Background: an optimization exercise with open tools, aiming at small area, a short achievable clock period and few clock cycles per item. Do not read the settings as production practice.
The RTL was checked by simulation tests, not by an equivalence proof against the original design.

File: run.sh
#!/bin/bash
# synth_recipe.tcl (not shown) runs the flow's synth.tcl, then flattens the netlist and writes it again
# the make line also repeats each setting of config.mk as NAME=value (left out here)
make -C /OpenROAD-flow-scripts/flow DESIGN_CONFIG=/design/flow/config.mk WORK_HOME=/design/flow/orfs CLKGATE_MAP_FILE= SYNTH_SCRIPT=/design/flow/synth_recipe.tcl finish
File: config.mk
export PLATFORM = sky130hd
export DESIGN_NAME = systolic_matmul
export DESIGN_NICKNAME = systolic_matmul
export VERILOG_FILES = /design/flow/design.v
export SDC_FILE = /design/flow/constraint.sdc
export NUM_CORES = 4
export LEC_CHECK = 0
export CAP_MARGIN = 20
export CORE_MARGIN = 2
export CORE_UTILIZATION = 40
export PLACE_DENSITY = 0.6
export SETUP_SLACK_MARGIN = 1.3
export SLEW_MARGIN = 20
export SYNTH_HIERARCHICAL = 1
File: constraint.sdc
create_clock -name core_clock -period 8.0 [get_ports {clk}]
set_input_delay 1.6000 -clock core_clock [delete_from_list [all_inputs] [get_ports {clk}]]
set_output_delay 1.6000 -clock core_clock [all_outputs]
set_load 0.01 [all_outputs]
File: design.v
module systolic_matmul #(
  parameter DATA_WIDTH = 16
) (
  input clk,
  input rst,
  input start,
  input [DATA_WIDTH-1:0] mat_a_00, mat_a_01, mat_a_02, mat_a_03, mat_a_10, mat_a_11, mat_a_12, mat_a_13, mat_a_20, mat_a_21, mat_a_22, mat_a_23, mat_a_30, mat_a_31, mat_a_32, mat_a_33,
  input [DATA_WIDTH-1:0] mat_b_00, mat_b_01, mat_b_02, mat_b_03, mat_b_10, mat_b_11, mat_b_12, mat_b_13, mat_b_20, mat_b_21, mat_b_22, mat_b_23, mat_b_30, mat_b_31, mat_b_32, mat_b_33,
  output [2*DATA_WIDTH-1:0] c_00, c_01, c_02, c_03, c_10, c_11, c_12, c_13, c_20, c_21, c_22, c_23, c_30, c_31, c_32, c_33,
  output reg busy,
  output reg done
);
  wire [15:0] a [0:3][0:3];
  wire [15:0] b [0:3][0:3];
  assign a[0][0] = mat_a_00; assign a[0][1] = mat_a_01; assign a[0][2] = mat_a_02; assign a[0][3] = mat_a_03;
  assign a[1][0] = mat_a_10; assign a[1][1] = mat_a_11; assign a[1][2] = mat_a_12; assign a[1][3] = mat_a_13;
  assign a[2][0] = mat_a_20; assign a[2][1] = mat_a_21; assign a[2][2] = mat_a_22; assign a[2][3] = mat_a_23;
  assign a[3][0] = mat_a_30; assign a[3][1] = mat_a_31; assign a[3][2] = mat_a_32; assign a[3][3] = mat_a_33;
  assign b[0][0] = mat_b_00; assign b[0][1] = mat_b_01; assign b[0][2] = mat_b_02; assign b[0][3] = mat_b_03;
  assign b[1][0] = mat_b_10; assign b[1][1] = mat_b_11; assign b[1][2] = mat_b_12; assign b[1][3] = mat_b_13;
  assign b[2][0] = mat_b_20; assign b[2][1] = mat_b_21; assign b[2][2] = mat_b_22; assign b[2][3] = mat_b_23;
  assign b[3][0] = mat_b_30; assign b[3][1] = mat_b_31; assign b[3][2] = mat_b_32; assign b[3][3] = mat_b_33;
  reg [0:0] k;
  wire go = start && !busy;
  always @(posedge clk or posedge rst)
    if (rst) begin
      busy <= 1'b0; done <= 1'b0; k <= 0;
    end else begin
      done <= 1'b0;
      if (go) begin
        busy <= 1'b1; k <= 1;
      end else if (busy) begin
        if (k == 1) begin
          busy <= 1'b0; done <= 1'b1; k <= 0;
        end else
          k <= k + 1'b1;
      end
    end
  wire en = go || busy;
  wire [15:0] na_0_0 = ~((k ? a[0][2] : a[0][0]) & {16{en}});
  wire [15:0] nb_0_0 = ~(k ? b[2][0] : b[0][0]);
  wire [15:0] na_0_1 = ~((k ? a[0][3] : a[0][1]) & {16{en}});
  wire [15:0] nb_1_0 = ~(k ? b[3][0] : b[1][0]);
  wire [15:0] na_1_0 = ~((k ? a[1][2] : a[1][0]) & {16{en}});
  wire [15:0] nb_0_1 = ~(k ? b[2][1] : b[0][1]);
  wire [15:0] na_1_1 = ~((k ? a[1][3] : a[1][1]) & {16{en}});
  wire [15:0] nb_1_1 = ~(k ? b[3][1] : b[1][1]);
  wire [15:0] na_2_0 = ~((k ? a[2][2] : a[2][0]) & {16{en}});
  wire [15:0] nb_0_2 = ~(k ? b[2][2] : b[0][2]);
  wire [15:0] na_2_1 = ~((k ? a[2][3] : a[2][1]) & {16{en}});
  wire [15:0] nb_1_2 = ~(k ? b[3][2] : b[1][2]);
  wire [15:0] na_3_0 = ~((k ? a[3][2] : a[3][0]) & {16{en}});
  wire [15:0] nb_0_3 = ~(k ? b[2][3] : b[0][3]);
  wire [15:0] na_3_1 = ~((k ? a[3][3] : a[3][1]) & {16{en}});
  wire [15:0] nb_1_3 = ~(k ? b[3][3] : b[1][3]);
  reg [31:0] cs [0:3][0:3];
  reg [31:0] cc [0:3][0:3];
  wire [31:0] ns [0:3][0:3];
  wire [31:0] nc [0:3][0:3];
  mac m00 (na_0_0, nb_0_0, na_0_1, nb_1_0, cs[0][0], cc[0][0], ns[0][0], nc[0][0]);
  cpa a00 (cs[0][0], cc[0][0], c_00);
  mac m01 (na_0_0, nb_0_1, na_0_1, nb_1_1, cs[0][1], cc[0][1], ns[0][1], nc[0][1]);
  cpa a01 (cs[0][1], cc[0][1], c_01);
  mac m02 (na_0_0, nb_0_2, na_0_1, nb_1_2, cs[0][2], cc[0][2], ns[0][2], nc[0][2]);
  cpa a02 (cs[0][2], cc[0][2], c_02);
  mac m03 (na_0_0, nb_0_3, na_0_1, nb_1_3, cs[0][3], cc[0][3], ns[0][3], nc[0][3]);
  cpa a03 (cs[0][3], cc[0][3], c_03);
  mac m10 (na_1_0, nb_0_0, na_1_1, nb_1_0, cs[1][0], cc[1][0], ns[1][0], nc[1][0]);
  cpa a10 (cs[1][0], cc[1][0], c_10);
  mac m11 (na_1_0, nb_0_1, na_1_1, nb_1_1, cs[1][1], cc[1][1], ns[1][1], nc[1][1]);
  cpa a11 (cs[1][1], cc[1][1], c_11);
  mac m12 (na_1_0, nb_0_2, na_1_1, nb_1_2, cs[1][2], cc[1][2], ns[1][2], nc[1][2]);
  cpa a12 (cs[1][2], cc[1][2], c_12);
  mac m13 (na_1_0, nb_0_3, na_1_1, nb_1_3, cs[1][3], cc[1][3], ns[1][3], nc[1][3]);
  cpa a13 (cs[1][3], cc[1][3], c_13);
  mac m20 (na_2_0, nb_0_0, na_2_1, nb_1_0, cs[2][0], cc[2][0], ns[2][0], nc[2][0]);
  cpa a20 (cs[2][0], cc[2][0], c_20);
  mac m21 (na_2_0, nb_0_1, na_2_1, nb_1_1, cs[2][1], cc[2][1], ns[2][1], nc[2][1]);
  cpa a21 (cs[2][1], cc[2][1], c_21);
  mac m22 (na_2_0, nb_0_2, na_2_1, nb_1_2, cs[2][2], cc[2][2], ns[2][2], nc[2][2]);
  cpa a22 (cs[2][2], cc[2][2], c_22);
  mac m23 (na_2_0, nb_0_3, na_2_1, nb_1_3, cs[2][3], cc[2][3], ns[2][3], nc[2][3]);
  cpa a23 (cs[2][3], cc[2][3], c_23);
  mac m30 (na_3_0, nb_0_0, na_3_1, nb_1_0, cs[3][0], cc[3][0], ns[3][0], nc[3][0]);
  cpa a30 (cs[3][0], cc[3][0], c_30);
  mac m31 (na_3_0, nb_0_1, na_3_1, nb_1_1, cs[3][1], cc[3][1], ns[3][1], nc[3][1]);
  cpa a31 (cs[3][1], cc[3][1], c_31);
  mac m32 (na_3_0, nb_0_2, na_3_1, nb_1_2, cs[3][2], cc[3][2], ns[3][2], nc[3][2]);
  cpa a32 (cs[3][2], cc[3][2], c_32);
  mac m33 (na_3_0, nb_0_3, na_3_1, nb_1_3, cs[3][3], cc[3][3], ns[3][3], nc[3][3]);
  cpa a33 (cs[3][3], cc[3][3], c_33);
  always @(posedge clk or posedge rst)
    if (rst) begin
      cs[0][0] <= 32'd0; cc[0][0] <= 32'd0;
      cs[0][1] <= 32'd0; cc[0][1] <= 32'd0;
      cs[0][2] <= 32'd0; cc[0][2] <= 32'd0;
      cs[0][3] <= 32'd0; cc[0][3] <= 32'd0;
      cs[1][0] <= 32'd0; cc[1][0] <= 32'd0;
      cs[1][1] <= 32'd0; cc[1][1] <= 32'd0;
      cs[1][2] <= 32'd0; cc[1][2] <= 32'd0;
      cs[1][3] <= 32'd0; cc[1][3] <= 32'd0;
      cs[2][0] <= 32'd0; cc[2][0] <= 32'd0;
      cs[2][1] <= 32'd0; cc[2][1] <= 32'd0;
      cs[2][2] <= 32'd0; cc[2][2] <= 32'd0;
      cs[2][3] <= 32'd0; cc[2][3] <= 32'd0;
      cs[3][0] <= 32'd0; cc[3][0] <= 32'd0;
      cs[3][1] <= 32'd0; cc[3][1] <= 32'd0;
      cs[3][2] <= 32'd0; cc[3][2] <= 32'd0;
      cs[3][3] <= 32'd0; cc[3][3] <= 32'd0;
    end else begin
      cs[0][0] <= ns[0][0]; cc[0][0] <= nc[0][0];
      cs[0][1] <= ns[0][1]; cc[0][1] <= nc[0][1];
      cs[0][2] <= ns[0][2]; cc[0][2] <= nc[0][2];
      cs[0][3] <= ns[0][3]; cc[0][3] <= nc[0][3];
      cs[1][0] <= ns[1][0]; cc[1][0] <= nc[1][0];
      cs[1][1] <= ns[1][1]; cc[1][1] <= nc[1][1];
      cs[1][2] <= ns[1][2]; cc[1][2] <= nc[1][2];
      cs[1][3] <= ns[1][3]; cc[1][3] <= nc[1][3];
      cs[2][0] <= ns[2][0]; cc[2][0] <= nc[2][0];
      cs[2][1] <= ns[2][1]; cc[2][1] <= nc[2][1];
      cs[2][2] <= ns[2][2]; cc[2][2] <= nc[2][2];
      cs[2][3] <= ns[2][3]; cc[2][3] <= nc[2][3];
      cs[3][0] <= ns[3][0]; cc[3][0] <= nc[3][0];
      cs[3][1] <= ns[3][1]; cc[3][1] <= nc[3][1];
      cs[3][2] <= ns[3][2]; cc[3][2] <= nc[3][2];
      cs[3][3] <= ns[3][3]; cc[3][3] <= nc[3][3];
    end
endmodule
module mac (input [15:0] na0, input [15:0] nb0, input [15:0] na1, input [15:0] nb1, input [31:0] r0, input [31:0] r1, output [31:0] s, output [31:0] c);
  wire [255:0] pp0;
  assign pp0[15:0] = ~(na0 | {16{nb0[0]}});
  assign pp0[31:16] = ~(na0 | {16{nb0[1]}});
  assign pp0[47:32] = ~(na0 | {16{nb0[2]}});
  assign pp0[63:48] = ~(na0 | {16{nb0[3]}});
  assign pp0[79:64] = ~(na0 | {16{nb0[4]}});
  assign pp0[95:80] = ~(na0 | {16{nb0[5]}});
  assign pp0[111:96] = ~(na0 | {16{nb0[6]}});
  assign pp0[127:112] = ~(na0 | {16{nb0[7]}});
  assign pp0[143:128] = ~(na0 | {16{nb0[8]}});
  assign pp0[159:144] = ~(na0 | {16{nb0[9]}});
  assign pp0[175:160] = ~(na0 | {16{nb0[10]}});
  assign pp0[191:176] = ~(na0 | {16{nb0[11]}});
  assign pp0[207:192] = ~(na0 | {16{nb0[12]}});
  assign pp0[223:208] = ~(na0 | {16{nb0[13]}});
  assign pp0[239:224] = ~(na0 | {16{nb0[14]}});
  assign pp0[255:240] = ~(na0 | {16{nb0[15]}});
  wire [255:0] pp1;
  assign pp1[15:0] = ~(na1 | {16{nb1[0]}});
  assign pp1[31:16] = ~(na1 | {16{nb1[1]}});
  assign pp1[47:32] = ~(na1 | {16{nb1[2]}});
  assign pp1[63:48] = ~(na1 | {16{nb1[3]}});
  assign pp1[79:64] = ~(na1 | {16{nb1[4]}});
  assign pp1[95:80] = ~(na1 | {16{nb1[5]}});
  assign pp1[111:96] = ~(na1 | {16{nb1[6]}});
  assign pp1[127:112] = ~(na1 | {16{nb1[7]}});
  assign pp1[143:128] = ~(na1 | {16{nb1[8]}});
  assign pp1[159:144] = ~(na1 | {16{nb1[9]}});
  assign pp1[175:160] = ~(na1 | {16{nb1[10]}});
  assign pp1[191:176] = ~(na1 | {16{nb1[11]}});
  assign pp1[207:192] = ~(na1 | {16{nb1[12]}});
  assign pp1[223:208] = ~(na1 | {16{nb1[13]}});
  assign pp1[239:224] = ~(na1 | {16{nb1[14]}});
  assign pp1[255:240] = ~(na1 | {16{nb1[15]}});
  wire [15:0] fs0, fc0;
  fa_vec #(16) f0 ({pp0[78], r0[18], pp0[107], pp0[62], r0[17], pp0[136], pp0[91], pp0[46], r0[16], pp0[120], pp0[75], pp0[30], r0[15], pp0[29], r0[14], r0[13]}, {pp0[93], r1[18], pp0[122], pp0[77], r1[17], pp0[151], pp0[106], pp0[61], r1[16], pp0[135], pp0[90], pp0[45], r1[15], pp0[44], r1[14], r1[13]}, {pp0[108], pp0[63], pp0[137], pp0[92], pp0[47], pp0[166], pp0[121], pp0[76], pp0[31], pp0[150], pp0[105], pp0[60], pp0[15], pp0[59], pp0[14], pp0[13]}, fs0, fc0);
  wire [3:0] hs0, hc0;
  ha_vec #(4) h0 ({pp0[152], pp0[181], pp0[165], pp0[74]}, {pp0[167], pp0[196], pp0[180], pp0[89]}, hs0, hc0);
  wire [94:0] fs1, fc1;
  fa_vec #(95) f1 ({r0[23], pp0[187], pp0[142], r0[22], pp1[111], pp0[216], pp0[171], pp0[126], r0[21], pp1[170], pp1[125], pp0[245], pp0[200], pp0[155], pp0[110], r0[20], pp1[229], pp1[184], pp1[139], pp1[94], pp0[229], pp0[184], pp0[139], pp0[94], r0[19], fc0[13], pp1[243], pp1[198], pp1[153], pp1[108], pp1[63], pp0[213], pp0[168], pp0[123], fs0[11], fc0[9], pp1[242], pp1[197], pp1[152], pp1[107], pp1[62], pp0[227], pp0[182], fs0[8], fc0[6], fc0[3], pp1[211], pp1[166], pp1[121], pp1[76], pp1[31], pp0[211], fs0[4], fc0[2], pp1[225], pp1[180], pp1[135], pp1[90], pp1[45], pp0[240], pp0[195], fc0[0], pp1[194], pp1[149], pp1[104], pp1[59], pp1[14], pp0[194], pp0[149], pp0[104], pp1[133], pp1[88], pp1[43], pp0[208], pp0[163], pp0[118], pp0[73], pp0[28], pp1[57], pp1[12], pp0[162], pp0[117], pp0[72], pp0[27], r0[12], pp0[161], pp0[116], pp0[71], pp0[26], r0[11], pp0[70], pp0[25], r0[10], pp0[24], r0[9]}, {r1[23], pp0[202], pp0[157], r1[22], pp1[126], pp0[231], pp0[186], pp0[141], r1[21], pp1[185], pp1[140], pp1[95], pp0[215], pp0[170], pp0[125], r1[20], pp1[244], pp1[199], pp1[154], pp1[109], pp0[244], pp0[199], pp0[154], pp0[109], r1[19], hc0[3], fc0[11], pp1[213], pp1[168], pp1[123], pp1[78], pp0[228], pp0[183], pp0[138], fs0[12], fc0[10], fc0[7], pp1[212], pp1[167], pp1[122], pp1[77], pp0[242], pp0[197], fs0[9], hc0[1], fc0[4], pp1[226], pp1[181], pp1[136], pp1[91], pp1[46], pp0[226], fs0[5], hc0[0], pp1[240], pp1[195], pp1[150], pp1[105], pp1[60], pp1[15], pp0[210], fs0[1], pp1[209], pp1[164], pp1[119], pp1[74], pp1[29], pp0[209], pp0[164], pp0[119], pp1[148], pp1[103], pp1[58], pp1[13], pp0[178], pp0[133], pp0[88], pp0[43], pp1[72], pp1[27], pp0[177], pp0[132], pp0[87], pp0[42], r1[12], pp0[176], pp0[131], pp0[86], pp0[41], r1[11], pp0[85], pp0[40], r1[10], pp0[39], r1[9]}, {pp0[143], pp0[217], pp0[172], pp0[127], pp1[141], pp0[246], pp0[201], pp0[156], pp0[111], pp1[200], pp1[155], pp1[110], pp0[230], pp0[185], pp0[140], pp0[95], fc0[14], pp1[214], pp1[169], pp1[124], pp1[79], pp0[214], pp0[169], pp0[124], pp0[79], fs0[14], fc0[12], pp1[228], pp1[183], pp1[138], pp1[93], pp0[243], pp0[198], pp0[153], fs0[13], hc0[2], fc0[8], pp1[227], pp1[182], pp1[137], pp1[92], pp1[47], pp0[212], fs0[10], fs0[7], fc0[5], pp1[241], pp1[196], pp1[151], pp1[106], pp1[61], pp0[241], fs0[6], fs0[3], fc0[1], pp1[210], pp1[165], pp1[120], pp1[75], pp1[30], pp0[225], fs0[2], pp1[224], pp1[179], pp1[134], pp1[89], pp1[44], pp0[224], pp0[179], pp0[134], pp1[163], pp1[118], pp1[73], pp1[28], pp0[193], pp0[148], pp0[103], pp0[58], pp1[87], pp1[42], pp0[192], pp0[147], pp0[102], pp0[57], pp0[12], pp1[11], pp0[146], pp0[101], pp0[56], pp0[11], pp0[100], pp0[55], pp0[10], pp0[54], pp0[9]}, fs1, fc1);
  wire [4:0] hs1, hc1;
  ha_vec #(5) h1 ({pp1[178], pp1[102], pp1[26], pp0[115], r0[8]}, {pp1[193], pp1[117], pp1[41], pp0[130], r1[8]}, hs1, hc1);
  wire [107:0] fs2, fc2;
  fa_vec #(108) f2 ({r0[26], pp0[235], pp0[190], r0[25], pp1[204], pp1[159], pp0[219], pp0[174], r0[24], fc1[91], pp1[218], pp1[173], pp0[248], pp0[203], pp0[158], fc1[90], fc1[87], pp1[232], pp1[187], pp1[142], pp0[232], fs1[87], fc1[84], fc1[81], pp1[246], pp1[201], pp1[156], fs1[82], fs1[79], fc1[76], fc1[73], fc1[70], pp1[215], fs1[75], fs1[72], fc1[69], fc1[66], fc1[63], fc0[15], fs1[66], fs1[63], fc1[60], fc1[57], fc1[54], fs0[15], fs1[57], fs1[54], fc1[51], fc1[48], fc1[45], hs0[3], fs1[48], fs1[45], fc1[42], fc1[39], fc1[36], hs0[2], fs1[39], fs1[36], fc1[33], fc1[30], fc1[27], hs0[1], fs1[30], fs1[27], hc1[4], fc1[22], fc1[19], hs0[0], fs1[22], fs1[19], hc1[3], fc1[14], fc1[11], pp1[208], fs1[14], fs1[11], fc1[9], fc1[6], pp1[177], pp1[132], fs1[7], hc1[1], fc1[2], pp1[146], pp1[101], pp1[56], fs1[2], pp1[160], pp1[115], pp1[70], pp1[25], pp0[145], pp1[99], pp1[54], pp1[9], pp0[114], pp0[69], pp1[53], pp1[8], pp0[98], pp0[53], pp0[8], pp0[67], pp0[22], r0[7], pp0[21], r0[6]}, {r1[26], pp0[250], pp0[205], r1[25], pp1[219], pp1[174], pp0[234], pp0[189], r1[24], fc1[92], pp1[233], pp1[188], pp1[143], pp0[218], pp0[173], fs1[91], fc1[88], pp1[247], pp1[202], pp1[157], pp0[247], fs1[88], fc1[85], fc1[82], fc1[79], pp1[216], pp1[171], fs1[83], fs1[80], fc1[77], fc1[74], fc1[71], pp1[230], fs1[76], fs1[73], fs1[70], fc1[67], fc1[64], fc1[61], fs1[67], fs1[64], fs1[61], fc1[58], fc1[55], fc1[52], fs1[58], fs1[55], fs1[52], fc1[49], fc1[46], fc1[43], fs1[49], fs1[46], fs1[43], fc1[40], fc1[37], fc1[34], fs1[40], fs1[37], fs1[34], fc1[31], fc1[28], fc1[25], fs1[31], fs1[28], fs1[25], fc1[23], fc1[20], fc1[17], fs1[23], fs1[20], fs1[17], fc1[15], fc1[12], fs0[0], fs1[15], fs1[12], hc1[2], fc1[7], pp1[192], pp1[147], fs1[8], fs1[5], fc1[3], pp1[161], pp1[116], pp1[71], fs1[3], fc1[0], pp1[130], pp1[85], pp1[40], pp0[160], pp1[114], pp1[69], pp1[24], pp0[129], pp0[84], pp1[68], pp1[23], pp0[113], pp0[68], pp0[23], pp0[82], pp0[37], r1[7], pp0[36], r1[6]}, {pp0[191], pp1[175], pp0[220], pp0[175], pp1[234], pp1[189], pp0[249], pp0[204], pp0[159], fc1[93], pp1[248], pp1[203], pp1[158], pp0[233], pp0[188], fs1[92], fc1[89], fc1[86], pp1[217], pp1[172], pp1[127], fs1[89], fs1[86], fc1[83], fc1[80], pp1[231], pp1[186], fs1[84], fs1[81], fc1[78], fc1[75], fc1[72], pp1[245], fs1[77], fs1[74], fs1[71], fc1[68], fc1[65], fc1[62], fs1[68], fs1[65], fs1[62], fc1[59], fc1[56], fc1[53], fs1[59], fs1[56], fs1[53], fc1[50], fc1[47], fc1[44], fs1[50], fs1[47], fs1[44], fc1[41], fc1[38], fc1[35], fs1[41], fs1[38], fs1[35], fc1[32], fc1[29], fc1[26], fs1[32], fs1[29], fs1[26], fc1[24], fc1[21], fc1[18], fs1[24], fs1[21], fs1[18], fc1[16], fc1[13], fc1[10], fs1[16], fs1[13], fs1[10], fc1[8], fc1[5], pp1[162], fs1[9], fs1[6], fc1[4], pp1[176], pp1[131], pp1[86], fs1[4], fc1[1], pp1[145], pp1[100], pp1[55], pp1[10], pp1[129], pp1[84], pp1[39], pp0[144], pp0[99], pp1[83], pp1[38], pp0[128], pp0[83], pp0[38], pp0[97], pp0[52], pp0[7], pp0[51], pp0[6]}, fs2, fc2);
  wire [2:0] hs2, hc2;
  ha_vec #(3) h2 ({pp1[144], pp0[112], r0[5]}, {hc1[0], pp1[7], r1[5]}, hs2, hc2);
  wire [91:0] fs3, fc3;
  fa_vec #(92) f3 ({r0[28], pp1[207], pp0[222], r0[27], fc2[104], pp1[221], pp0[251], pp0[206], fc2[103], fc2[100], pp1[235], pp1[190], fs2[100], fc2[97], fc2[94], pp1[249], fs2[95], fc2[92], fc2[89], fs1[94], fs2[89], fc2[86], fc2[83], fs1[93], fs2[83], fc2[80], fc2[77], fs1[90], fs2[77], fc2[74], fc2[71], fs1[85], fs2[71], fc2[68], fc2[65], fs1[78], fs2[65], fc2[62], fc2[59], fs1[69], fs2[59], fc2[56], fc2[53], fs1[60], fs2[53], fc2[50], fc2[47], fs1[51], fs2[47], fc2[44], fc2[41], fs1[42], fs2[41], fc2[38], fc2[35], fs1[33], fs2[35], fc2[32], fc2[29], hs1[4], fs2[29], fc2[26], fc2[23], hs1[3], fs2[23], fc2[20], fc2[17], hs1[2], fs2[17], hc2[2], fc2[12], hs1[1], fs2[12], fc2[9], fc2[6], fs1[0], fs2[6], fc2[4], hs1[0], pp1[98], fs2[2], pp1[112], pp1[67], pp1[22], pp1[51], pp1[6], pp0[66], pp1[5], pp0[50], pp0[5], pp0[19], r0[4]}, {r1[28], pp1[222], pp0[237], r1[27], fc2[105], pp1[236], pp1[191], pp0[221], fs2[104], fc2[101], pp1[250], pp1[205], fs2[101], fc2[98], fc2[95], fc1[94], fs2[96], fs2[93], fc2[90], fc2[87], fs2[90], fs2[87], fc2[84], fc2[81], fs2[84], fs2[81], fc2[78], fc2[75], fs2[78], fs2[75], fc2[72], fc2[69], fs2[72], fs2[69], fc2[66], fc2[63], fs2[66], fs2[63], fc2[60], fc2[57], fs2[60], fs2[57], fc2[54], fc2[51], fs2[54], fs2[51], fc2[48], fc2[45], fs2[48], fs2[45], fc2[42], fc2[39], fs2[42], fs2[39], fc2[36], fc2[33], fs2[36], fs2[33], fc2[30], fc2[27], fs2[30], fs2[27], fc2[24], fc2[21], fs2[24], fs2[21], fc2[18], fc2[15], fs2[18], fs2[15], fc2[13], fc2[10], fs2[13], fs2[10], fc2[7], fs1[1], fs2[7], hc2[1], fc2[2], pp1[113], fs2[3], fc2[0], pp1[82], pp1[37], pp1[66], pp1[21], pp0[81], pp1[20], pp0[65], pp0[20], pp0[34], r1[4]}, {pp0[223], pp1[237], pp0[252], pp0[207], fc2[106], pp1[251], pp1[206], pp0[236], fs2[105], fc2[102], fc2[99], pp1[220], fs2[102], fs2[99], fc2[96], fc2[93], fs2[97], fs2[94], fc2[91], fc2[88], fs2[91], fs2[88], fc2[85], fc2[82], fs2[85], fs2[82], fc2[79], fc2[76], fs2[79], fs2[76], fc2[73], fc2[70], fs2[73], fs2[70], fc2[67], fc2[64], fs2[67], fs2[64], fc2[61], fc2[58], fs2[61], fs2[58], fc2[55], fc2[52], fs2[55], fs2[52], fc2[49], fc2[46], fs2[49], fs2[46], fc2[43], fc2[40], fs2[43], fs2[40], fc2[37], fc2[34], fs2[37], fs2[34], fc2[31], fc2[28], fs2[31], fs2[28], fc2[25], fc2[22], fs2[25], fs2[22], fc2[19], fc2[16], fs2[19], fs2[16], fc2[14], fc2[11], fs2[14], fs2[11], fc2[8], fc2[5], fs2[8], fs2[5], fc2[3], pp1[128], fs2[4], fc2[1], pp1[97], pp1[52], pp1[81], pp1[36], pp0[96], pp1[35], pp0[80], pp0[35], pp0[49], pp0[4]}, fs3, fc3);
  wire [1:0] hs3, hc3;
  ha_vec #(2) h3 ({pp1[96], r0[3]}, {hc2[0], r1[3]}, hs3, hc3);
  wire [78:0] fs4, fc4;
  fa_vec #(79) f4 ({pp0[254], r0[29], fc3[89], pp1[238], pp0[238], fs3[88], fc3[85], pp1[252], fs3[85], fc3[82], fs2[107], fs3[81], fc3[78], fs2[106], fs3[77], fc3[74], fs2[103], fs3[73], fc3[70], fs2[98], fs3[69], fc3[66], fs2[92], fs3[65], fc3[62], fs2[86], fs3[61], fc3[58], fs2[80], fs3[57], fc3[54], fs2[74], fs3[53], fc3[50], fs2[68], fs3[49], fc3[46], fs2[62], fs3[45], fc3[42], fs2[56], fs3[41], fc3[38], fs2[50], fs3[37], fc3[34], fs2[44], fs3[33], fc3[30], fs2[38], fs3[29], fc3[26], fs2[32], fs3[25], fc3[22], fs2[26], fs3[21], fc3[18], fs2[20], fs3[17], fc3[14], hs2[2], fs3[13], fc3[10], fs2[9], fs3[9], fc3[7], hs2[1], fs3[6], fc3[3], fs2[0], fs3[2], hs2[0], pp1[50], pp1[34], pp0[64], pp0[48], pp0[3], r0[2]}, {pp1[239], r1[29], fc3[90], pp1[253], pp0[253], fs3[89], fc3[86], fc2[107], fs3[86], fc3[83], fc3[80], fs3[82], fc3[79], fc3[76], fs3[78], fc3[75], fc3[72], fs3[74], fc3[71], fc3[68], fs3[70], fc3[67], fc3[64], fs3[66], fc3[63], fc3[60], fs3[62], fc3[59], fc3[56], fs3[58], fc3[55], fc3[52], fs3[54], fc3[51], fc3[48], fs3[50], fc3[47], fc3[44], fs3[46], fc3[43], fc3[40], fs3[42], fc3[39], fc3[36], fs3[38], fc3[35], fc3[32], fs3[34], fc3[31], fc3[28], fs3[30], fc3[27], fc3[24], fs3[26], fc3[23], fc3[20], fs3[22], fc3[19], fc3[16], fs3[18], fc3[15], fc3[12], fs3[14], fc3[11], fc3[8], fs3[10], hc3[1], fc3[5], fs3[7], fc3[4], fs2[1], fs3[3], fc3[0], pp1[65], pp1[49], pp1[4], pp1[3], pp0[18], r1[2]}, {pp1[254], pp0[239], fs3[91], fc3[88], pp1[223], fs3[90], fc3[87], fc3[84], fs3[87], fs3[84], fc3[81], fs3[83], fs3[80], fc3[77], fs3[79], fs3[76], fc3[73], fs3[75], fs3[72], fc3[69], fs3[71], fs3[68], fc3[65], fs3[67], fs3[64], fc3[61], fs3[63], fs3[60], fc3[57], fs3[59], fs3[56], fc3[53], fs3[55], fs3[52], fc3[49], fs3[51], fs3[48], fc3[45], fs3[47], fs3[44], fc3[41], fs3[43], fs3[40], fc3[37], fs3[39], fs3[36], fc3[33], fs3[35], fs3[32], fc3[29], fs3[31], fs3[28], fc3[25], fs3[27], fs3[24], fc3[21], fs3[23], fs3[20], fc3[17], fs3[19], fs3[16], fc3[13], fs3[15], fs3[12], fc3[9], fs3[11], fs3[8], fc3[6], hs3[1], fs3[5], fc3[2], fs3[4], fc3[1], pp1[80], pp1[64], pp1[19], pp1[18], pp0[33], pp0[2]}, fs4, fc4);
  wire [0:0] hs4, hc4;
  ha_vec #(1) h4 ({hc3[0]}, {fs3[0]}, hs4, hc4);
  wire [57:0] fs5, fc5;
  fa_vec #(58) f5 ({pp1[255], r0[30], fc4[76], fc3[91], fs4[74], fc4[71], fs4[71], fc4[68], fs4[68], fc4[65], fs4[65], fc4[62], fs4[62], fc4[59], fs4[59], fc4[56], fs4[56], fc4[53], fs4[53], fc4[50], fs4[50], fc4[47], fs4[47], fc4[44], fs4[44], fc4[41], fs4[41], fc4[38], fs4[38], fc4[35], fs4[35], fc4[32], fs4[32], fc4[29], fs4[29], fc4[26], fs4[26], fc4[23], fs4[23], fc4[20], fs4[20], fc4[17], fs4[17], fc4[14], fs4[14], fc4[11], fs4[11], fc4[8], fs4[8], fc4[5], fs4[5], fc4[3], fs4[3], fs3[1], fc4[0], pp1[33], pp0[17], r0[1]}, {fc4[77], r1[30], fs4[77], fc4[74], fs4[75], fc4[72], fs4[72], fc4[69], fs4[69], fc4[66], fs4[66], fc4[63], fs4[63], fc4[60], fs4[60], fc4[57], fs4[57], fc4[54], fs4[54], fc4[51], fs4[51], fc4[48], fs4[48], fc4[45], fs4[45], fc4[42], fs4[42], fc4[39], fs4[39], fc4[36], fs4[36], fc4[33], fs4[33], fc4[30], fs4[30], fc4[27], fs4[27], fc4[24], fs4[24], fc4[21], fs4[21], fc4[18], fs4[18], fc4[15], fs4[15], fc4[12], fs4[12], fc4[9], fs4[9], fc4[6], fs4[6], fc4[4], fs4[4], fc4[1], fs4[1], pp1[48], pp0[32], r1[1]}, {fc4[78], pp0[255], fs4[78], fc4[75], fs4[76], fc4[73], fs4[73], fc4[70], fs4[70], fc4[67], fs4[67], fc4[64], fs4[64], fc4[61], fs4[61], fc4[58], fs4[58], fc4[55], fs4[55], fc4[52], fs4[52], fc4[49], fs4[49], fc4[46], fs4[46], fc4[43], fs4[43], fc4[40], fs4[40], fc4[37], fs4[37], fc4[34], fs4[34], fc4[31], fs4[31], fc4[28], fs4[28], fc4[25], fs4[25], fc4[22], fs4[22], fc4[19], fs4[19], fc4[16], fs4[16], fc4[13], fs4[13], fc4[10], fs4[10], fc4[7], fs4[7], hc4[0], hs4[0], fc4[2], fs4[2], hs3[0], pp1[2], pp0[1]}, fs5, fc5);
  wire [0:0] hs5, hc5;
  ha_vec #(1) h5 ({pp1[17]}, {pp1[32]}, hs5, hc5);
  wire [30:0] fs6, fc6;
  fa_vec #(31) f6 ({r0[31], fc5[54], fc5[52], fc5[50], fc5[48], fc5[46], fc5[44], fc5[42], fc5[40], fc5[38], fc5[36], fc5[34], fc5[32], fc5[30], fc5[28], fc5[26], fc5[24], fc5[22], fc5[20], fc5[18], fc5[16], fc5[14], fc5[12], fc5[10], fc5[8], fc5[6], fc5[4], fc5[2], fc5[1], fs4[0], pp0[16]}, {r1[31], fc5[55], fc5[53], fc5[51], fc5[49], fc5[47], fc5[45], fc5[43], fc5[41], fc5[39], fc5[37], fc5[35], fc5[33], fc5[31], fc5[29], fc5[27], fc5[25], fc5[23], fc5[21], fc5[19], fc5[17], fc5[15], fc5[13], fc5[11], fc5[9], fc5[7], fc5[5], fc5[3], hc5[0], fc5[0], pp1[1]}, {fc5[56], fs5[56], fs5[54], fs5[52], fs5[50], fs5[48], fs5[46], fs5[44], fs5[42], fs5[40], fs5[38], fs5[36], fs5[34], fs5[32], fs5[30], fs5[28], fs5[26], fs5[24], fs5[22], fs5[20], fs5[18], fs5[16], fs5[14], fs5[12], fs5[10], fs5[8], fs5[6], fs5[4], fs5[2], fs5[1], pp1[16]}, fs6, fc6);
  wire [0:0] hs6, hc6;
  ha_vec #(1) h6 ({r0[0]}, {r1[0]}, hs6, hc6);
  wire [30:0] fs7, fc7;
  fa_vec #(31) f7 ({fc5[57], fs5[57], fs5[55], fs5[53], fs5[51], fs5[49], fs5[47], fs5[45], fs5[43], fs5[41], fs5[39], fs5[37], fs5[35], fs5[33], fs5[31], fs5[29], fs5[27], fs5[25], fs5[23], fs5[21], fs5[19], fs5[17], fs5[15], fs5[13], fs5[11], fs5[9], fs5[7], fs5[5], fs5[3], hs5[0], fs5[0]}, {fc6[29], fc6[28], fc6[27], fc6[26], fc6[25], fc6[24], fc6[23], fc6[22], fc6[21], fc6[20], fc6[19], fc6[18], fc6[17], fc6[16], fc6[15], fc6[14], fc6[13], fc6[12], fc6[11], fc6[10], fc6[9], fc6[8], fc6[7], fc6[6], fc6[5], fc6[4], fc6[3], fc6[2], fc6[1], fc6[0], hc6[0]}, {fs6[30], fs6[29], fs6[28], fs6[27], fs6[26], fs6[25], fs6[24], fs6[23], fs6[22], fs6[21], fs6[20], fs6[19], fs6[18], fs6[17], fs6[16], fs6[15], fs6[14], fs6[13], fs6[12], fs6[11], fs6[10], fs6[9], fs6[8], fs6[7], fs6[6], fs6[5], fs6[4], fs6[3], fs6[2], fs6[1], fs6[0]}, fs7, fc7);
  wire [0:0] hs7, hc7;
  ha_vec #(1) h7 ({pp0[0]}, {pp1[0]}, hs7, hc7);
  assign s = {fc7[29], fc7[28], fc7[27], fc7[26], fc7[25], fc7[24], fc7[23], fc7[22], fc7[21], fc7[20], fc7[19], fc7[18], fc7[17], fc7[16], fc7[15], fc7[14], fc7[13], fc7[12], fc7[11], fc7[10], fc7[9], fc7[8], fc7[7], fc7[6], fc7[5], fc7[4], fc7[3], fc7[2], fc7[1], fc7[0], hc7[0], hs6[0]};
  assign c = {fs7[30], fs7[29], fs7[28], fs7[27], fs7[26], fs7[25], fs7[24], fs7[23], fs7[22], fs7[21], fs7[20], fs7[19], fs7[18], fs7[17], fs7[16], fs7[15], fs7[14], fs7[13], fs7[12], fs7[11], fs7[10], fs7[9], fs7[8], fs7[7], fs7[6], fs7[5], fs7[4], fs7[3], fs7[2], fs7[1], fs7[0], hs7[0]};
endmodule
module cpa (input [31:0] x, input [31:0] y, output [31:0] z);
  wire [31:0] g0, p0;
  ha_cell pg0 (x[0], y[0], p0[0], g0[0]);
  ha_cell pg1 (x[1], y[1], p0[1], g0[1]);
  ha_cell pg2 (x[2], y[2], p0[2], g0[2]);
  ha_cell pg3 (x[3], y[3], p0[3], g0[3]);
  ha_cell pg4 (x[4], y[4], p0[4], g0[4]);
  ha_cell pg5 (x[5], y[5], p0[5], g0[5]);
  ha_cell pg6 (x[6], y[6], p0[6], g0[6]);
  ha_cell pg7 (x[7], y[7], p0[7], g0[7]);
  ha_cell pg8 (x[8], y[8], p0[8], g0[8]);
  ha_cell pg9 (x[9], y[9], p0[9], g0[9]);
  ha_cell pg10 (x[10], y[10], p0[10], g0[10]);
  ha_cell pg11 (x[11], y[11], p0[11], g0[11]);
  ha_cell pg12 (x[12], y[12], p0[12], g0[12]);
  ha_cell pg13 (x[13], y[13], p0[13], g0[13]);
  ha_cell pg14 (x[14], y[14], p0[14], g0[14]);
  ha_cell pg15 (x[15], y[15], p0[15], g0[15]);
  ha_cell pg16 (x[16], y[16], p0[16], g0[16]);
  ha_cell pg17 (x[17], y[17], p0[17], g0[17]);
  ha_cell pg18 (x[18], y[18], p0[18], g0[18]);
  ha_cell pg19 (x[19], y[19], p0[19], g0[19]);
  ha_cell pg20 (x[20], y[20], p0[20], g0[20]);
  ha_cell pg21 (x[21], y[21], p0[21], g0[21]);
  ha_cell pg22 (x[22], y[22], p0[22], g0[22]);
  ha_cell pg23 (x[23], y[23], p0[23], g0[23]);
  ha_cell pg24 (x[24], y[24], p0[24], g0[24]);
  ha_cell pg25 (x[25], y[25], p0[25], g0[25]);
  ha_cell pg26 (x[26], y[26], p0[26], g0[26]);
  ha_cell pg27 (x[27], y[27], p0[27], g0[27]);
  ha_cell pg28 (x[28], y[28], p0[28], g0[28]);
  ha_cell pg29 (x[29], y[29], p0[29], g0[29]);
  ha_cell pg30 (x[30], y[30], p0[30], g0[30]);
  ha_cell pg31 (x[31], y[31], p0[31], g0[31]);
  wire g1_1;
  ao_cell c1_1 (g0[1], p0[1], g0[0], g1_1);
  wire g1_3;
  ao_cell c1_3 (g0[3], p0[3], g0[2], g1_3);
  wire p1_3;
  and_cell d1_3 (p0[3], p0[2], p1_3);
  wire g1_5;
  ao_cell c1_5 (g0[5], p0[5], g0[4], g1_5);
  wire p1_5;
  and_cell d1_5 (p0[5], p0[4], p1_5);
  wire g1_7;
  ao_cell c1_7 (g0[7], p0[7], g0[6], g1_7);
  wire p1_7;
  and_cell d1_7 (p0[7], p0[6], p1_7);
  wire g1_9;
  ao_cell c1_9 (g0[9], p0[9], g0[8], g1_9);
  wire p1_9;
  and_cell d1_9 (p0[9], p0[8], p1_9);
  wire g1_11;
  ao_cell c1_11 (g0[11], p0[11], g0[10], g1_11);
  wire p1_11;
  and_cell d1_11 (p0[11], p0[10], p1_11);
  wire g1_13;
  ao_cell c1_13 (g0[13], p0[13], g0[12], g1_13);
  wire p1_13;
  and_cell d1_13 (p0[13], p0[12], p1_13);
  wire g1_15;
  ao_cell c1_15 (g0[15], p0[15], g0[14], g1_15);
  wire p1_15;
  and_cell d1_15 (p0[15], p0[14], p1_15);
  wire g1_17;
  ao_cell c1_17 (g0[17], p0[17], g0[16], g1_17);
  wire p1_17;
  and_cell d1_17 (p0[17], p0[16], p1_17);
  wire g1_19;
  ao_cell c1_19 (g0[19], p0[19], g0[18], g1_19);
  wire p1_19;
  and_cell d1_19 (p0[19], p0[18], p1_19);
  wire g1_21;
  ao_cell c1_21 (g0[21], p0[21], g0[20], g1_21);
  wire p1_21;
  and_cell d1_21 (p0[21], p0[20], p1_21);
  wire g1_23;
  ao_cell c1_23 (g0[23], p0[23], g0[22], g1_23);
  wire p1_23;
  and_cell d1_23 (p0[23], p0[22], p1_23);
  wire g1_25;
  ao_cell c1_25 (g0[25], p0[25], g0[24], g1_25);
  wire p1_25;
  and_cell d1_25 (p0[25], p0[24], p1_25);
  wire g1_27;
  ao_cell c1_27 (g0[27], p0[27], g0[26], g1_27);
  wire p1_27;
  and_cell d1_27 (p0[27], p0[26], p1_27);
  wire g1_29;
  ao_cell c1_29 (g0[29], p0[29], g0[28], g1_29);
  wire p1_29;
  and_cell d1_29 (p0[29], p0[28], p1_29);
  wire g2_2;
  ao_cell c2_2 (g0[2], p0[2], g1_1, g2_2);
  wire g2_3;
  ao_cell c2_3 (g1_3, p1_3, g1_1, g2_3);
  wire g2_6;
  ao_cell c2_6 (g0[6], p0[6], g1_5, g2_6);
  wire p2_6;
  and_cell d2_6 (p0[6], p1_5, p2_6);
  wire g2_7;
  ao_cell c2_7 (g1_7, p1_7, g1_5, g2_7);
  wire p2_7;
  and_cell d2_7 (p1_7, p1_5, p2_7);
  wire g2_10;
  ao_cell c2_10 (g0[10], p0[10], g1_9, g2_10);
  wire p2_10;
  and_cell d2_10 (p0[10], p1_9, p2_10);
  wire g2_11;
  ao_cell c2_11 (g1_11, p1_11, g1_9, g2_11);
  wire p2_11;
  and_cell d2_11 (p1_11, p1_9, p2_11);
  wire g2_14;
  ao_cell c2_14 (g0[14], p0[14], g1_13, g2_14);
  wire p2_14;
  and_cell d2_14 (p0[14], p1_13, p2_14);
  wire g2_15;
  ao_cell c2_15 (g1_15, p1_15, g1_13, g2_15);
  wire p2_15;
  and_cell d2_15 (p1_15, p1_13, p2_15);
  wire g2_18;
  ao_cell c2_18 (g0[18], p0[18], g1_17, g2_18);
  wire p2_18;
  and_cell d2_18 (p0[18], p1_17, p2_18);
  wire g2_19;
  ao_cell c2_19 (g1_19, p1_19, g1_17, g2_19);
  wire p2_19;
  and_cell d2_19 (p1_19, p1_17, p2_19);
  wire g2_22;
  ao_cell c2_22 (g0[22], p0[22], g1_21, g2_22);
  wire p2_22;
  and_cell d2_22 (p0[22], p1_21, p2_22);
  wire g2_23;
  ao_cell c2_23 (g1_23, p1_23, g1_21, g2_23);
  wire p2_23;
  and_cell d2_23 (p1_23, p1_21, p2_23);
  wire g2_26;
  ao_cell c2_26 (g0[26], p0[26], g1_25, g2_26);
  wire p2_26;
  and_cell d2_26 (p0[26], p1_25, p2_26);
  wire g2_27;
  ao_cell c2_27 (g1_27, p1_27, g1_25, g2_27);
  wire p2_27;
  and_cell d2_27 (p1_27, p1_25, p2_27);
  wire g2_30;
  ao_cell c2_30 (g0[30], p0[30], g1_29, g2_30);
  wire p2_30;
  and_cell d2_30 (p0[30], p1_29, p2_30);
  wire g3_4;
  ao_cell c3_4 (g0[4], p0[4], g2_3, g3_4);
  wire g3_5;
  ao_cell c3_5 (g1_5, p1_5, g2_3, g3_5);
  wire g3_6;
  ao_cell c3_6 (g2_6, p2_6, g2_3, g3_6);
  wire g3_7;
  ao_cell c3_7 (g2_7, p2_7, g2_3, g3_7);
  wire g3_12;
  ao_cell c3_12 (g0[12], p0[12], g2_11, g3_12);
  wire p3_12;
  and_cell d3_12 (p0[12], p2_11, p3_12);
  wire g3_13;
  ao_cell c3_13 (g1_13, p1_13, g2_11, g3_13);
  wire p3_13;
  and_cell d3_13 (p1_13, p2_11, p3_13);
  wire g3_14;
  ao_cell c3_14 (g2_14, p2_14, g2_11, g3_14);
  wire p3_14;
  and_cell d3_14 (p2_14, p2_11, p3_14);
  wire g3_15;
  ao_cell c3_15 (g2_15, p2_15, g2_11, g3_15);
  wire p3_15;
  and_cell d3_15 (p2_15, p2_11, p3_15);
  wire g3_20;
  ao_cell c3_20 (g0[20], p0[20], g2_19, g3_20);
  wire p3_20;
  and_cell d3_20 (p0[20], p2_19, p3_20);
  wire g3_21;
  ao_cell c3_21 (g1_21, p1_21, g2_19, g3_21);
  wire p3_21;
  and_cell d3_21 (p1_21, p2_19, p3_21);
  wire g3_22;
  ao_cell c3_22 (g2_22, p2_22, g2_19, g3_22);
  wire p3_22;
  and_cell d3_22 (p2_22, p2_19, p3_22);
  wire g3_23;
  ao_cell c3_23 (g2_23, p2_23, g2_19, g3_23);
  wire p3_23;
  and_cell d3_23 (p2_23, p2_19, p3_23);
  wire g3_28;
  ao_cell c3_28 (g0[28], p0[28], g2_27, g3_28);
  wire p3_28;
  and_cell d3_28 (p0[28], p2_27, p3_28);
  wire g3_29;
  ao_cell c3_29 (g1_29, p1_29, g2_27, g3_29);
  wire p3_29;
  and_cell d3_29 (p1_29, p2_27, p3_29);
  wire g3_30;
  ao_cell c3_30 (g2_30, p2_30, g2_27, g3_30);
  wire p3_30;
  and_cell d3_30 (p2_30, p2_27, p3_30);
  wire g4_8;
  ao_cell c4_8 (g0[8], p0[8], g3_7, g4_8);
  wire g4_9;
  ao_cell c4_9 (g1_9, p1_9, g3_7, g4_9);
  wire g4_10;
  ao_cell c4_10 (g2_10, p2_10, g3_7, g4_10);
  wire g4_11;
  ao_cell c4_11 (g2_11, p2_11, g3_7, g4_11);
  wire g4_12;
  ao_cell c4_12 (g3_12, p3_12, g3_7, g4_12);
  wire g4_13;
  ao_cell c4_13 (g3_13, p3_13, g3_7, g4_13);
  wire g4_14;
  ao_cell c4_14 (g3_14, p3_14, g3_7, g4_14);
  wire g4_15;
  ao_cell c4_15 (g3_15, p3_15, g3_7, g4_15);
  wire g4_24;
  ao_cell c4_24 (g0[24], p0[24], g3_23, g4_24);
  wire p4_24;
  and_cell d4_24 (p0[24], p3_23, p4_24);
  wire g4_25;
  ao_cell c4_25 (g1_25, p1_25, g3_23, g4_25);
  wire p4_25;
  and_cell d4_25 (p1_25, p3_23, p4_25);
  wire g4_26;
  ao_cell c4_26 (g2_26, p2_26, g3_23, g4_26);
  wire p4_26;
  and_cell d4_26 (p2_26, p3_23, p4_26);
  wire g4_27;
  ao_cell c4_27 (g2_27, p2_27, g3_23, g4_27);
  wire p4_27;
  and_cell d4_27 (p2_27, p3_23, p4_27);
  wire g4_28;
  ao_cell c4_28 (g3_28, p3_28, g3_23, g4_28);
  wire p4_28;
  and_cell d4_28 (p3_28, p3_23, p4_28);
  wire g4_29;
  ao_cell c4_29 (g3_29, p3_29, g3_23, g4_29);
  wire p4_29;
  and_cell d4_29 (p3_29, p3_23, p4_29);
  wire g4_30;
  ao_cell c4_30 (g3_30, p3_30, g3_23, g4_30);
  wire p4_30;
  and_cell d4_30 (p3_30, p3_23, p4_30);
  wire g5_16;
  ao_cell c5_16 (g0[16], p0[16], g4_15, g5_16);
  wire g5_17;
  ao_cell c5_17 (g1_17, p1_17, g4_15, g5_17);
  wire g5_18;
  ao_cell c5_18 (g2_18, p2_18, g4_15, g5_18);
  wire g5_19;
  ao_cell c5_19 (g2_19, p2_19, g4_15, g5_19);
  wire g5_20;
  ao_cell c5_20 (g3_20, p3_20, g4_15, g5_20);
  wire g5_21;
  ao_cell c5_21 (g3_21, p3_21, g4_15, g5_21);
  wire g5_22;
  ao_cell c5_22 (g3_22, p3_22, g4_15, g5_22);
  wire g5_23;
  ao_cell c5_23 (g3_23, p3_23, g4_15, g5_23);
  wire g5_24;
  ao_cell c5_24 (g4_24, p4_24, g4_15, g5_24);
  wire g5_25;
  ao_cell c5_25 (g4_25, p4_25, g4_15, g5_25);
  wire g5_26;
  ao_cell c5_26 (g4_26, p4_26, g4_15, g5_26);
  wire g5_27;
  ao_cell c5_27 (g4_27, p4_27, g4_15, g5_27);
  wire g5_28;
  ao_cell c5_28 (g4_28, p4_28, g4_15, g5_28);
  wire g5_29;
  ao_cell c5_29 (g4_29, p4_29, g4_15, g5_29);
  wire g5_30;
  ao_cell c5_30 (g4_30, p4_30, g4_15, g5_30);
  assign z[0] = p0[0];
  xor_cell s1 (p0[1], g0[0], z[1]);
  xor_cell s2 (p0[2], g1_1, z[2]);
  xor_cell s3 (p0[3], g2_2, z[3]);
  xor_cell s4 (p0[4], g2_3, z[4]);
  xor_cell s5 (p0[5], g3_4, z[5]);
  xor_cell s6 (p0[6], g3_5, z[6]);
  xor_cell s7 (p0[7], g3_6, z[7]);
  xor_cell s8 (p0[8], g3_7, z[8]);
  xor_cell s9 (p0[9], g4_8, z[9]);
  xor_cell s10 (p0[10], g4_9, z[10]);
  xor_cell s11 (p0[11], g4_10, z[11]);
  xor_cell s12 (p0[12], g4_11, z[12]);
  xor_cell s13 (p0[13], g4_12, z[13]);
  xor_cell s14 (p0[14], g4_13, z[14]);
  xor_cell s15 (p0[15], g4_14, z[15]);
  xor_cell s16 (p0[16], g4_15, z[16]);
  xor_cell s17 (p0[17], g5_16, z[17]);
  xor_cell s18 (p0[18], g5_17, z[18]);
  xor_cell s19 (p0[19], g5_18, z[19]);
  xor_cell s20 (p0[20], g5_19, z[20]);
  xor_cell s21 (p0[21], g5_20, z[21]);
  xor_cell s22 (p0[22], g5_21, z[22]);
  xor_cell s23 (p0[23], g5_22, z[23]);
  xor_cell s24 (p0[24], g5_23, z[24]);
  xor_cell s25 (p0[25], g5_24, z[25]);
  xor_cell s26 (p0[26], g5_25, z[26]);
  xor_cell s27 (p0[27], g5_26, z[27]);
  xor_cell s28 (p0[28], g5_27, z[28]);
  xor_cell s29 (p0[29], g5_28, z[29]);
  xor_cell s30 (p0[30], g5_29, z[30]);
  xor_cell s31 (p0[31], g5_30, z[31]);
endmodule
module fa_cell (input a, input b, input ci, output s, output co);
  assign s = a ^ b ^ ci;
  assign co = (a & b) | (ci & (a ^ b));
endmodule
module ha_cell (input a, input b, output s, output co);
  assign s = a ^ b;
  assign co = a & b;
endmodule
module ao_cell (input g, input p, input gl, output go);
  assign go = g | (p & gl);
endmodule
module and_cell (input a, input b, output y);
  assign y = a & b;
endmodule
module xor_cell (input a, input b, output y);
  assign y = a ^ b;
endmodule
module fa_vec #(parameter N = 1) (input [N-1:0] a, input [N-1:0] b, input [N-1:0] ci, output [N-1:0] s, output [N-1:0] co);
  assign s = a ^ b ^ ci;
  assign co = (a & b) | (ci & (a ^ b));
endmodule
module ha_vec #(parameter N = 1) (input [N-1:0] a, input [N-1:0] b, output [N-1:0] s, output [N-1:0] co);
  assign s = a ^ b;
  assign co = a & b;
endmodule
==> results of run 1 <==
## stage by stage
step                      std cells  setup slack, ns  instance area, µm²
final                         32500             1.39              295000
after detailed placement      32100            0.162              289000
after CTS                     32400             1.33              294000
after global placement        32100            0.241              289000
after global routing          32500             1.27              295000
after floorplan               23100            -7.76              275000
## cells in the final DEF, fill, tap and decap left out, drive strengths merged
| master | count |
|---|---|
| a21o | 1200 |
| and2 | 721 |
| buf | 972 |
| bufinv | 19 |
| clkbuf | 210 |
| clkdlybuf4s50 | 1028 |
| clkinv | 40 |
| clkinvlp | 11 |
| dfrtp | 1027 |
| diode | 25 |
| fa | 8160 |
| ha | 800 |
| inv | 10 |
| mux2 | 128 |
| mux2i | 129 |
| nand2 | 128 |
| nor2 | 8193 |
| nor3 | 1 |
| or2 | 1 |
| xor2 | 496 |
## sequential cells by signal (all words and copies together) (netlist names)
signal and count:
cc 512, done 1, busy 1, cs 512
k 1
## kinds of logic after synthesis
logic type,synth area share (%)
AOI/OAI and AO/OA,3.27
muxes,1.08
adders and majority gates,62.9
buffers and inverters,8.19
and+or+nand+nor,13.6
DFF,9.33
xor gates and xnor gates,1.58
## layer usage
layer	global-route usage (%)	routed length (µm)	vias up	share of wire, %
met5	0.0615	268	-	0.025
met3	11.0	139000	4189	13
li1	-	-	70000	-
met1	37.8	366000	101000	34
met4	20.9	94500	30	8.9
met2	46.8	464000	14200	44
## modules after synthesis (local to each module, per instance), a selection
module,cells inside,copies in the design
systolic_matmul,1461,1
mac,643,16
ha_cell,1,512
xor_cell,1,496
ao_cell,1,1200
cpa,1,16
and_cell,1,720
## worst paths after layout
| check | start | to | slack, ns | depth (start not counted) |
|---|---|---|---|---|
| worst max-delay path | start | cc[10][17]$_DFF_PP0_ | 1.39 | 14 |
| worst min-delay path | cc[3][0]$_DFF_PP0_ | cs[3][0]$_DFF_PP0_ | 0.50 | 1 |
| worst max register to register | k$_DFFE_PP0P_ | cc[10][17]$_DFF_PP0_ | 1.49 | 14 |
| worst min register to register | cc[3][0]$_DFF_PP0_ | cs[3][0]$_DFF_PP0_ | 0.50 | 1 |
| max in group asynchronous | rst | cs[8][23]$_DFF_PP0_ | 5.15 | 4 |
| min in group asynchronous | rst | cs[6][12]$_DFF_PP0_ | 1.45 | 3 |
## repair_timing
item,in CTS,in global routing
buffers inserted,6,25
pin swaps,0,1
gates cloned,1,2
gates resized for setup,2,37
endpoints found under the setup margin,148,213
## worst max-delay path, cell delays in order
cell and delay (ns):
clkdlybuf4s50_1 0.45, or2_4 0.36, buf_16 0.23, buf_12 0.16, nand2_4 0.48, nor2_1 0.16, fa_1 0.54, fa_1 0.46
fa_1 0.53, fa_1 0.57, fa_1 0.46, fa_1 0.41, fa_1 0.54, fa_1 0.41
## area by class of cell
| class | instances | area (µm²) |
|---|---|---|
| fillers | 63000 | 391000 |
| multi-input cells | 20000 | 230000 |
| flip-flops and latches | 1027 | 25700 |
| repair buffers | 2002 | 22100 |
| well taps | 9180 | 11500 |
| clock buffers | 208 | 4590 |
| clock inverters | 78 | 1050 |
| diodes | 25 | 62.6 |
| inverters | 2 | 11.3 |
==> results.json, run 1 <==
{
  "status": "no timing/DRC/antenna violations",
  "grt_overflow": 0,
  "synth_edf_count": 0,
  "nets": 32600,
  "avgViaCountPerCell": 5.83,
  "gp_congestion": 0.944,
  "hold_viol_final": 0,
  "synth_top_area_share_pct": 59.3,
  "worst_pin_slew_ns": 1.20,
  "setup_tns_ns": 0,
  "fin_crit_sh_pct": 82.7,
  "numCtsBuffers": 164,
  "async_reset_ff_share_pct": 100,
  "cts.sink_count": 1027,
  "crit_path_end_kind": "flip-flop",
  "areaGrowthSynthToFinish_pct": 7.09,
  "synth_cells": 23100,
  "setup_viol": 0,
  "numPortBuffers": 1028,
  "synth_top_cells_by_count": "8160 x fa_1, 7505 x nor2_1, 1767 x buf_6",
  "fmax_mhz": 151,
  "synth_ff_type": "dfrtp_1",
  "start_util_pct": 40.2,
  "slew_viol_final": 0,
  "ant_nets": 0,
  "first_pass_iters": 7,
  "path_max_fanout": 21,
  "die-width_um": 834,
  "yosysMostFrequentCell": "fa_1",
  "grt_pass1_wl_um": 1560000,
  "coreArea_um2": 686000,
  "synth_seq_area_share_pct": 9.33,
  "drtIter0Drc": 19400,
  "vias": 189000,
  "critPathLaunchType": "input port",
  "die_area_um2": 695000,
  "crit_type": "input port to flip-flop",
  "synth_area_um2": 275000,
  "rows": 304,
  "timing.final.crit_period_ns": 6.61,
  "timing.hold.ws_ns": 0.496,
  "htreeDepth": 4,
  "layout-drive-gt1-share_pct": 10.1,
  "maxCapViolations": 0,
  "synth.distinct_cells": 21,
  "grt_pass1_vias": 219000,
  "antenna_found_initial": 43,
  "cts.clk_slew.worst_paths_ns": 0.06,
  "cts_tree": "done",
  "rsz0062_at_grt": "yes",
  "fin_util_pct": 43.0,
  "synthTopCellsByArea": "fa_1 59%, nor2_1 10%, dfrtp_1 9.3%",
  "worstHoldPathType": "flip-flop to flip-flop",
  "synth_seq_cells": 1027,
  "slew_headroom_pct": 18.1,
  "grt_max_degree": 123,
  "yosysTopAreaCell": "fa_1",
  "yosys_warnings": 11,
  "wl_um": 1060000,
  "cp.required_ns": 8.80,
  "clockBufferDepth": 4,
  "wl_per_cell_um": 32.7,
  "grt_use_total_pct": 31.1,
  "cts_root_buffer": "clkbuf_16",
  "hold_buffers": 0,
  "finClkSkew_ns": 0.0946,
  "ios": 1029,
  "place_hpwl_um": 777000,
  "syn-num-nets": 32600,
  "drc_errors": 0,
  "worstPathArrival_ns": 7.42,
  "syn_area_per_cell_um2": 11.9,
  "die_y_um": 834,
  "clk_latency_ns": 1.02
}
Testbench counts, summed over its fixed seeds: cycles 768, items 384.
==> run 2, diff against run 1 <==
--- a/config.mk
+++ b/config.mk
@@ -10,5 +10,5 @@
 export CORE_UTILIZATION = 40
 export PLACE_DENSITY = 0.6
-export SETUP_SLACK_MARGIN = 1.3
+export SETUP_SLACK_MARGIN = 1.8
 export SLEW_MARGIN = 20
 export SYNTH_HIERARCHICAL = 1
==> run 2 against run 1 <==
Still clean. Non-clock buffer count grew 286. Design area grew 2.5%. Flip-flop and latch count is the same. Via count grew 2.8%. Critical endpoint is now cc[15][21]$_DFF_PP0_. Highest routed layer unchanged.
==> results.json, run 2 <==
{
  "die_area_um2": 695000,
  "slew_headroom_pct": 14.9,
  "pre_cts_slack_ns": 0.504,
  "coreArea_um2": 686000,
  "timing.hold.ws_ns": 0.488,
  "top_regs": "cc: 512 flops, cs: 512 flops",
  "synthTopCellsByArea": "fa_1 59%, nor2_1 10%, dfrtp_1 9.3%",
  "synth_area_um2": 275000,
  "grt_overflow": 0,
  "cts_tree": "done",
  "postPlaceCellArea_um2": 290000,
  "synth_ff_type": "dfrtp_1",
  "crit_chain": "clkdlybuf4s50_1 -> mux2i_4 -> buf_4 -> nor2_1 -> fa_1 -> fa_1 -> fa_1 -> fa_1 -> fa_1 -> fa_1 -> fa_1",
  "clk_latency_ns": 1.01,
  "drc_errors": 0,
  "crit_path_max_incr_delay_ns": 0.80,
  "yosysMostFrequentCell": "fa_1",
  "synth_cells": 23100,
  "worst_pin_slew_ns": 1.27,
  "layout_common_cells": "7932 x fa_1, 7490 x nor2_1, 1187 x a21o_1, 1026 x dfrtp_1, 1023 x clkdlybuf4s50_1",
  "cts.sink_count": 1027,
  "setup_viol": 0,
  "maxCapViolations": 0,
  "cpLargestDelayFamily": "adder cells",
  "drtIter0Drc": 21400,
  "critPathLaunchType": "input port",
  "hold_viol_final": 0,
  "avgViaCountPerCell": 5.94,
  "die_y_um": 834,
  "cp_num_buf_inv": 2,
  "cp_slowest_cell": "clkdlybuf4s50_1",
  "grt_use_total_pct": 32.6,
  "yosysTopAreaCell": "fa_1",
  "crit_type": "input port to flip-flop",
  "areaGrowthSynthToFinish_pct": 9.79,
  "wl_per_cell_um": 35.0,
  "synth.distinct_cells": 21,
  "hold_buffers": 0,
  "syn_area_per_cell_um2": 11.9,
  "nets": 32900,
  "finClkSkew_ns": 0.0756,
  "synth_top_cells_by_count": "8160 x fa_1, 7505 x nor2_1, 1767 x buf_6",
  "gp_congestion": 0.953,
  "worst-r2r-setup-slack_ns": 1.91,
  "timing.final.crit_period_ns": 6.17,
  "ios": 1029,
  "fmax_mhz": 162,
  "setup_ws_ns": 1.83,
  "synth_top_area_share_pct": 59.3,
  "grt_pass1_vias": 219000,
  "grt_pass1_wl_um": 1610000,
  "rsz0062_at_grt": "no",
  "worstPathArrival_ns": 6.99,
  "async_reset_ff_share_pct": 100,
  "syn-num-nets": 32600,
  "rows": 304,
  "first_pass_iters": 8,
  "worstHoldPathType": "flip-flop to flip-flop",
  "numCtsBuffers": 163,
  "place_hpwl_um": 798000,
  "fillers": 62500,
  "grt_max_degree": 134,
  "final_common_cell": "fa_1",
  "stdcell_area_um2": 302000,
  "fin_crit_sh_pct": 77.1,
  "start_util_pct": 40.2,
  "vias": 195000,
  "path_max_fanout": 28,
  "antenna_found_initial": 75,
  "cts_root_buffer": "clkbuf_16",
  "synth_seq_area_share_pct": 9.33,
  "crit_path_end_kind": "flip-flop",
  "cp.required_ns": 8.83,
  "clockBufferDepth": 4,
  "cts.clk_slew.worst_paths_ns": 0.07,
  "ant_nets": 0,
  "synth_seq_cells": 1027,
  "die-width_um": 834,
  "crit_top_cell": "fa_1",
  "synth_edf_count": 0,
  "numPortBuffers": 1028,
  "htreeDepth": 4,
  "layout-drive-gt1-share_pct": 12.4,
  "yosys_warnings": 11,
  "wl_um": 1150000,
  "status": "no timing/DRC/antenna violations",
  "slew_viol_final": 0
}
run 2: changes by cell type in the layout (fill, tap and decap cells not counted), moves of 42 or more:
cell,delta
fa_1,-227
xor2_1,-42
nand2_8,+47
nand2_4,-44
buf_16,+72
fa_2,+227
buf_12,+49
buf_4,+46
clkbuf_16,+47
run 2: cell type report:
cell class / instances / area [µm²] / area share [%]
tap: 9180 / 11500 / 3.80
sequential: 1027 / 25700 / 8.50
timing repair buffer: 2288 / 27900 / 9.22
inverter: 2 / 11.3 / 0.00372
multi-input combinational: 20000 / 232000 / 76.6
clock inverter: 75 / 976 / 0.323
antenna: 54 / 135 / 0.0447
clock buffer: 214 / 4580 / 1.52
run 2: metal layers:
metal / vias to the layer above / routed length, µm / GRT usage (%)
li1: 70500 / - / -
met1: 103000 / 383000 / 39.7
met2: 16300 / 485000 / 47.7
met3: 4723 / 174000 / 13.3
met4: 58 / 105000 / 21.6
met5: - / 1050 / 0.0137
run 2: logic make-up (layout without fill, tap and decap cells):
group                    count (synthesis)  after routing  synth area share, %
AO/OA/AOI/OAI                         1200           1200                 3.27
XOR/XNOR                               496            496                 1.58
adder cells (fa/ha/maj)               8960           8960                 62.9
buffers and inverters                 2157           2579                 8.19
flip-flops                            1027           1027                 9.33
multiplexers                           257            257                 1.08
other                                    0             54                    0
AND/OR/NAND/NOR                       9044           9047                 13.6
run 2: per-stage QoR:
stage | utilization [%] | instances | TNS (ns)
final | 44.1 | 32800 | 0
after global placement | 42.2 | 32200 | 0
after CTS | 43.5 | 32600 | 0
after detailed placement | 42.2 | 32200 | 0
after global routing | 44.1 | 32800 | 0
after floorplan | - | 23100 | -7965.31
run 2: worst paths after layout:
path,to,startpoint,cells past startpoint
setup / recovery,cc[15][21]$_DFF_PP0_,mat_b_33[10],11
hold / removal,cs[13][0]$_DFF_PP0_,cc[13][0]$_DFF_PP0_,1
setup reg to reg,cc[10][17]$_DFF_PP0_,k$_DFFE_PP0P_,13
hold reg to reg,cs[13][0]$_DFF_PP0_,cc[13][0]$_DFF_PP0_,1
max in group asynchronous,cs[5][24]$_DFF_PP0_,rst,4
min in group asynchronous,cs[6][23]$_DFF_PP0_,rst,2
run 2: what timing repair did:
item                                    CTS  global route
gates resized for setup                 211           278
endpoints found under the setup margin  585           345
pin swaps                                34            81
gates cloned                             38            53
setup buffers                            81           122
run 2: Yosys stat by module (local to each module, per instance), excerpt:
module           cells  flip-flops and latches
mac                643                       0
cpa                  1                       0
xor_cell             1                       0
ha_cell              1                       0
and_cell             1                       0
systolic_matmul   1461                    1027
ao_cell              1                       0

==> what the ideal ports hide <==
How much do the figures lean on ideal ports? The routed layouts below were timed once more, with nothing changed but the port constraints.
Step 1: set_driving_cell puts a clkbuf_16 on clk and a buf_2 on each other input, an assumption about the parent block.
Step 2, shift: input delay + t, output delay - t, t = (earliest + latest rising clock arrival at the registers) / 2. This alone moves slack from input paths to output paths.
Slacks: ideal / step 1 / step 2; pairs: ideal / step 1.
run | t (ns) | slack for setup (ns) | latest minus earliest clock arrival (ns)
run 1 | 1.102 | 1.388 / 1.272 / 0.396 | 0.099 / 0.100
run 2 | 1.103 | 1.833 / 1.737 / 0.830 | 0.082 / 0.082
After both steps every run listed still meets setup and hold. The setup slack of run 2, which loses most, moves by -0.096 ns with the drivers and by -1.003 ns with both steps.
